This is an optimization exercise on Yosys and OpenROAD, whose aim is small area, not a production implementation. The flow treats the clock pin as an ideal source, which a real chip does not have. Power figures rest on the tool's default switching activity, not on a simulated workload.

==> flow/design.v (excerpt) <==
module egcoding(
	input wire clk,
	input wire rst,
	input wire rx,
	output wire tx
);
	localparam S_IDLE  = 4'd0;
	localparam S_RLEN  = 4'd1;
	localparam S_RDATA = 4'd2;
	localparam S_WRITE = 4'd3;
	localparam S_FETCH = 4'd4;
	localparam S_RUN   = 4'd5;
	localparam S_END   = 4'd6;
	localparam S_RESP  = 4'd8;
	localparam S_TX    = 4'd9;
	localparam S_CNT   = 4'd10;
	reg[3:0] state;
	reg[511:0] ra, rb;
	reg[5:0] ph;
	wire[7:0] ra_out = ra[511:504];
	wire[7:0] rb_out = rb[511:504];
	wire umode = state[3];    
	reg ubusy;
	reg[3:0] baud, bitn;      
	reg[7:0] sr;              
	reg bor;                  
	wire udone = ubusy && bitn == 4'd9 && baud == 4'd15;
	wire ushift = ubusy && bitn != 4'd0 && bitn != 4'd9 && baud == (umode ? 4'd15 : 4'd8);
	wire rxv = ubusy && !umode && bitn == 4'd8 && baud == 4'd9;
	wire rxend = udone && !umode;
	assign tx = !(ubusy && umode) || bitn == 4'd9 || (bitn != 4'd0 && (sr[0] ^ bor));
	reg[6:0] i;
	reg[6:0] len_in;
	reg mcomp;
	reg[7:0] cur;
	reg[3:0] p;       
	reg[3:0] bc;      
	reg zm;           
	reg dry;          
	wire[7:0] ld = rb_out + {7'd0, mcomp};
	reg[2:0] msb;
	integer k;
	always @(*) begin
		msb = 3'd0;
		for (k = 1; k < 8; k = k + 1)
			if (ld[k]) msb = k;
	end
	wire cbit = cur[mcomp ? p[2:0] : bc[2:0]];
	wire ebit = cbit && !p[3];
	wire code_done = zm ? (p == 4'd1) : (cbit && p == 4'd0);
	wire used = mcomp ? p == 4'd15 : bc[2:0] == 3'd0;
	wire wslot = state == S_WRITE && ph[4:0] == i[4:0];
	wire copy = state == S_RESP && dry;
	wire beyond = !len_in[6] && ph >= len_in[5:0];
  ...
==> flow/config.mk <==
export PLATFORM = sky130hd
export DESIGN_NAME = egcoding
export DESIGN_NICKNAME = egcoding
export VERILOG_FILES = /design/flow/design.v
export SDC_FILE = /design/flow/constraint.sdc
export NUM_CORES = 4
export LEC_CHECK = 0
export CAP_MARGIN = 20
export CORE_MARGIN = 2
export CORE_UTILIZATION = 40
export SLEW_MARGIN = 20
==> flow/constraint.sdc <==
create_clock -name core_clock -period 12.0 [get_ports {clk}]
set_input_delay 2.4000 -clock core_clock [delete_from_list [all_inputs] [get_ports {clk}]]
set_output_delay 2.4000 -clock core_clock [all_outputs]
set_load 0.01 [all_outputs]
standard.sh (not shown) runs the stock make flow with config.mk's settings and CLKGATE_MAP_FILE= SYNTH_SCRIPT=/design/flow/synth_recipe.tcl, a recipe that flattens the netlist after the stock synthesis.
==> flow/flow/run.sh <==
#!/bin/bash
# Standard layout, with the clock tree built without dummy loads.
set -euo pipefail
bash standard.sh "CTS_ARGS=-sink_clustering_enable -repair_clock_nets -dont_use_dummy_load -buf_list sky130_fd_sc_hd__clkbuf_16 -sink_clustering_size 35 -sink_clustering_max_diameter 60" finish > standard.log 2>&1
Rerun with:
==> flow/flow/run.sh (replaced) <==
#!/bin/bash
# Standard layout, with the clock tree built without dummy loads.
set -euo pipefail
bash standard.sh "CTS_ARGS=-sink_clustering_enable -repair_clock_nets -dont_use_dummy_load" finish > standard.log 2>&1
The changed run completed with no timing, DRC or antenna violations.
Combinational power hardly moves.
Setup slack gets worse by 0.046 ns.
Via count climbs by a few percent.
Synthesized cell count does not change.
Count of clock-buffer cells in the layout climbs by 50.
Final cell count climbs by a few percent.
No run of this note included a check of the RTL's function; only the layout flow was run.

========
## old
The RTL this note starts from:
==> flow/design.v <==
module egcoding(
	input wire clk,
	input wire rst,
	input wire rx,
	output wire tx
);
	localparam S_IDLE  = 4'd0;
	localparam S_RLEN  = 4'd1;
	localparam S_RDATA = 4'd2;
	localparam S_WRITE = 4'd3;
	localparam S_FETCH = 4'd4;
	localparam S_RUN   = 4'd5;
	localparam S_END   = 4'd6;
	localparam S_RESP  = 4'd8;
	localparam S_TX    = 4'd9;
	localparam S_CNT   = 4'd10;
	reg[3:0] state;
	reg[511:0] ra, rb;
	reg[5:0] ph;
	wire[7:0] ra_out = ra[511:504];
	wire[7:0] rb_out = rb[511:504];
	wire umode = state[3];    
	reg ubusy;
	reg[3:0] baud, bitn;      
	reg[7:0] sr;              
	reg bor;                  
	wire udone = ubusy && bitn == 4'd9 && baud == 4'd15;
	wire ushift = ubusy && bitn != 4'd0 && bitn != 4'd9 && baud == (umode ? 4'd15 : 4'd8);
	wire rxv = ubusy && !umode && bitn == 4'd8 && baud == 4'd9;
	wire rxend = udone && !umode;
	assign tx = !(ubusy && umode) || bitn == 4'd9 || (bitn != 4'd0 && (sr[0] ^ bor));
	reg[6:0] i;
	reg[6:0] len_in;
	reg mcomp;
	reg[7:0] cur;
	reg[3:0] p;       
	reg[3:0] bc;      
	reg zm;           
	reg dry;          
	wire[7:0] inc = rb_out + 8'd1;
	wire[7:0] ld = mcomp ? inc : rb_out;
	reg[2:0] msb;
	integer k;
	always @(*) begin
		msb = 3'd0;
		for (k = 1; k < 8; k = k + 1)
			if (ld[k]) msb = k;
	end
	wire cbit = cur[mcomp ? p[2:0] : bc[2:0]];
	wire ebit = cbit && !p[3];
	wire code_done = zm ? (p == 4'd1) : (cbit && p == 4'd0);
	wire used = mcomp ? p == 4'd15 : bc[2:0] == 3'd0;
	wire hit = ph == i[5:0];
	wire wslot = state == S_WRITE && hit;
	wire cnt = state == S_RUN && dry && (mcomp ? bc == 4'd0 : code_done);
	wire copy = state == S_RESP && dry;
	wire beyond = !len_in[6] && ph >= len_in[5:0];
	always @(posedge clk) begin
		ph <= ph + 6'd1;
		ra <= {ra[503:0], wslot ? cur : ra_out};
		rb <= {rb[503:0], copy ? (beyond ? {8{mcomp}} : ra_out) : rb_out};
	end
	always @(posedge clk) begin
		if (ubusy || cnt) begin
			baud <= baud + 4'd1;
			if (baud == 4'd15)
				bitn <= bitn + 4'd1;
			if (udone)
				ubusy <= 0;
		end else if (!rx) begin
			ubusy <= 1;
			baud <= 4'd1;
			bitn <= 4'd0;
		end
		if (ushift) begin
			sr <= {rx && !umode, sr[7:1]};
			bor <= bor && !sr[0];
		end
		case (state)
		S_IDLE: if (rxend) begin
			case (sr[1:0])
			2'd0: state <= S_RLEN;
			2'd1: begin
				dry <= 1;
				i <= 7'd0;
				bc <= 4'd0;
				p <= 4'd0;
				zm <= 0;
				bitn <= 4'd0;
				baud <= {3'd0, !mcomp};
				state <= S_FETCH;
			end
			default: begin
				mcomp <= !sr[0];
				dry <= 1;
				sr <= 8'd0;
				ubusy <= 1; baud <= 4'd0; bitn <= 4'd0; bor <= 0;
				state <= S_RESP;
			end
			endcase
		end
		S_RLEN: if (rxv) begin
			len_in <= sr[6:0];
			i <= 7'h7f;
			state <= S_RDATA;
		end
		S_RDATA: begin
			if (i == len_in) begin
				if (!ubusy || !bitn[3])
					state <= S_IDLE;
			end else if (rxv) begin
				cur <= sr;
				state <= S_WRITE;
			end
		end
		S_WRITE: if (wslot) begin
			i <= i + 7'd1;
			state <= S_RDATA;
		end
		S_RESP: if (udone)
			state <= S_IDLE;
		S_FETCH: begin
			if (i[6])
				state <= S_END;
			else if (hit) begin
				if (mcomp && rb_out == 8'hff)
					state <= S_END;
				else begin
					cur <= ld;
					if (mcomp)
						p <= {msb, 1'b0};
					i <= i + 7'd1;
					state <= S_RUN;
				end
			end
		end
		S_RUN: begin
			bc <= bc + 4'd1;
			if (mcomp) begin
				p <= p - 4'd1;
				if (!dry)
					sr <= {ebit, sr[7:1]};
				if (!dry && bc[2:0] == 3'd7) begin
					ubusy <= 1; baud <= 4'd0; bitn <= 4'd0; bor <= 0;
					state <= S_TX;
				end else if (p == 4'd0)
					state <= S_FETCH;
			end else begin
				if (!zm) begin
					if (cbit)
						zm <= 1;
					else
						p <= p + 4'd1;
				end else
					p <= p - 4'd1;
				if (!dry && (zm || cbit))
					sr <= {sr[6:0], cbit};
				if (code_done) begin
					zm <= 0;
					p <= 4'd0;
				end
				if (code_done && !dry) begin
					ubusy <= 1; baud <= 4'd0; bitn <= 4'd0; bor <= 1;
					state <= S_TX;
				end else if (bc[2:0] == 3'd7)
					state <= S_FETCH;
			end
		end
		S_TX: if (udone)
			state <= used ? S_FETCH : S_RUN;
		S_END: begin
			if (dry) begin
				sr <= {bitn, baud};
				ubusy <= 1; baud <= 4'd0; bitn <= 4'd0; bor <= 0;
				state <= S_CNT;
			end else if (!mcomp) begin
				ubusy <= 1; baud <= 4'd0; bitn <= 4'd0; bor <= 1;
				state <= S_RESP;
			end else if (bc == 4'd0)
				state <= S_IDLE;
			else begin
				bc <= bc + 4'd1;
				sr <= {1'b0, sr[7:1]};
				if (bc[2:0] == 3'd7) begin
					ubusy <= 1; baud <= 4'd0; bitn <= 4'd0; bor <= 0;
					state <= S_TX;
				end
			end
		end
		S_CNT: if (udone) begin
			if (dry) begin
				dry <= 0;
				ubusy <= 1; baud <= 4'd0; bitn <= 4'd0; bor <= 0;
			end else begin
				i <= 7'd0;
				bc <= 4'd0;
				p <= 4'd0;
				zm <= 0;
				state <= S_FETCH;
			end
		end
		default: state <= S_IDLE;
		endcase
		if (!rst) begin
			state <= S_IDLE;
			ubusy <= 0;
		end
	end
endmodule
clock: 12.0 ns
lec_check: 0
abc_area: 1
cap_margin: 20
core_margin: 2
core_utilization: 40
slew_margin: 20
==> flow/flow/run.sh <==
#!/bin/bash
# Standard layout with a custom clock tree (flow/cts_tree.tcl) in place of TritonCTS.
set -euo pipefail
export CT_LEAF=sky130_fd_sc_hd__clkbuf_4
export CT_LEAF_SIZE=12
export CT_MID=sky130_fd_sc_hd__clkbuf_16
export CT_MID_SIZE=12
bash standard.sh "PRE_CTS_TCL=$PWD/flow/cts_tree.tcl" finish > standard.log 2>&1
==> flow/flow/cts_tree.tcl <==
# Clock tree built in place of TritonCTS (sourced as the PRE_CTS hook).
# The flip-flops are split into compact clusters of nearly equal size by
# recursive bisection of their placement; each cluster gets one leaf buffer
# at its centre, the leaf buffers are grouped the same way under mid-level
# buffers, and one root buffer at the clock port drives the mid-level ones.
# Every flip-flop sees the same number of buffers between it and the port.

proc ct_env {name default} {
  if {[info exists ::env($name)] && $::env($name) ne ""} { return $::env($name) }
  return $default
}

set ct_leaf_master [ct_env CT_LEAF sky130_fd_sc_hd__clkbuf_4]
set ct_leaf_size   [ct_env CT_LEAF_SIZE 14]
set ct_mid_master  [ct_env CT_MID sky130_fd_sc_hd__clkbuf_16]
set ct_mid_size    [ct_env CT_MID_SIZE 20]
set ct_root_master [ct_env CT_ROOT sky130_fd_sc_hd__clkbuf_16]

set ct_db [ord::get_db]
set ct_block [ord::get_db_block]

# Items are {x y object}; returns k groups of near-equal size.
proc ct_split {items k} {
  if {$k <= 1 || [llength $items] <= 1} { return [list $items] }
  set xs {}; set ys {}
  foreach it $items { lappend xs [lindex $it 0]; lappend ys [lindex $it 1] }
  set xs [lsort -real $xs]; set ys [lsort -real $ys]
  set axis [expr {([lindex $xs end] - [lindex $xs 0]) >= ([lindex $ys end] - [lindex $ys 0]) ? 0 : 1}]
  set sorted [lsort -real -index $axis $items]
  set k1 [expr {$k / 2}]
  set k2 [expr {$k - $k1}]
  set n [llength $sorted]
  set n1 [expr {int(round(double($n) * $k1 / $k))}]
  return [concat [ct_split [lrange $sorted 0 [expr {$n1 - 1}]] $k1] \
                 [ct_split [lrange $sorted $n1 end] $k2]]
}

proc ct_centre {items} {
  set sx 0.0; set sy 0.0
  foreach it $items { set sx [expr {$sx + [lindex $it 0]}]; set sy [expr {$sy + [lindex $it 1]}] }
  set n [llength $items]
  return [list [expr {$sx / $n}] [expr {$sy / $n}]]
}

set ct_count 0
# Makes a buffer at the centre of items, drives every item's input terminal
# from it, and returns {x y input_iterm}.
proc ct_buffer {master_name items level} {
  global ct_db ct_block ct_count
  set master [$ct_db findMaster $master_name]
  set name "ctree_${level}_${ct_count}"
  incr ct_count
  set inst [odb::dbInst_create $ct_block $master $name]
  set c [ct_centre $items]
  set w [$master getWidth]
  set h [$master getHeight]
  $inst setLocation [expr {int([lindex $c 0] - $w / 2)}] [expr {int([lindex $c 1] - $h / 2)}]
  $inst setPlacementStatus PLACED
  set net [odb::dbNet_create $ct_block "clknet_${name}"]
  $net setSigType CLOCK
  foreach it $items {
    set term [lindex $it 2]
    $term disconnect
    $term connect $net
  }
  [$inst findITerm X] connect $net
  return [list [lindex $c 0] [lindex $c 1] [$inst findITerm A]]
}

set ct_clk [$ct_block findNet clk]
set ct_sinks {}
foreach term [$ct_clk getITerms] {
  set b [[$term getInst] getBBox]
  lappend ct_sinks [list [expr {([$b xMin] + [$b xMax]) / 2.0}] [expr {([$b yMin] + [$b yMax]) / 2.0}] $term]
}
set n_sinks [llength $ct_sinks]
set n_leaf [expr {int(ceil(double($n_sinks) / $ct_leaf_size))}]
set leaves {}
foreach group [ct_split $ct_sinks $n_leaf] {
  lappend leaves [ct_buffer $ct_leaf_master $group leaf]
}
set n_mid [expr {int(ceil(double([llength $leaves]) / $ct_mid_size))}]
set mids {}
foreach group [ct_split $leaves $n_mid] {
  lappend mids [ct_buffer $ct_mid_master $group mid]
}
set root [ct_buffer $ct_root_master $mids root]
[lindex $root 2] connect $ct_clk
puts "custom clock tree: $n_sinks sinks, $n_leaf leaf ($ct_leaf_master), $n_mid mid ($ct_mid_master), 1 root ($ct_root_master)"
global_connect

# The tree is built: keep the rest of cts.tcl, without TritonCTS.
rename clock_tree_synthesis ct_unused_clock_tree_synthesis
proc clock_tree_synthesis {args} { puts "clock_tree_synthesis skipped: custom tree" }
old did not finish: a tool error stopped it during clock tree synthesis (4_1_cts).
Input-level comparison between new and old:
==> flow/flow/run.sh <==
#!/bin/bash
# Standard layout with a custom clock tree (flow/cts_tree.tcl) in place of TritonCTS.
set -euo pipefail
export CT_LEAF=sky130_fd_sc_hd__clkbuf_8
export CT_LEAF_SIZE=24
export CT_MID=sky130_fd_sc_hd__clkbuf_16
export CT_MID_SIZE=8
bash standard.sh "PRE_CTS_TCL=$PWD/flow/cts_tree.tcl" finish > standard.log 2>&1
==> summary.txt <==
- clock tree synthesis (4_1_cts): new exited with error
- The number of cells produced by synthesis was comparable across old and new.
- old -> new: y dimension of the die delta 0, exact match
- Looking at old and new, the final HPWL from detailed placement is a wash.
- [compare] base=old new=new: simple-gate portion of the synthesized area level, number of synthesized register bits held.
- old -> new: arithmetic-cell share of the synthesized area counting full adders, half adders and majority gates delta 0, exact match
- Re cell total after placement: no difference whatsoever between new and old.
No run of this note included a check of the RTL's function; only the layout flow was run.

## afterwards: timing with drivers on the ports
No port has a modelled driver above. Below, the same layouts with a new extraction and two added sets of constraints. Step 1 sets driving cells, clkbuf_16 on the clock port and buf_2 on the other inputs (assumed; they add their load-dependent delay and slew). Step 2 adds t to the input delays and takes it off the output delays; t is the mean of the earliest and latest rising clock arrival at the registers after step 1. Input paths then give back, and output paths get back, about the clock's delay inside the block. Slacks: ideal ports / drivers / drivers and shift; pairs: ideal ports / drivers.
run	t (ns)	slack for setup (ns)	slew at the worst register clock pin (ns)	cell pins on the clock port's net
the first run of note 1	0.619	6.996 / 6.942 / 7.561	0.11 / 0.11	1
the second run of note 1	0.652	6.950 / 6.895 / 7.548	0.06 / 0.06	1
After both steps setup and hold are still met in every run listed.
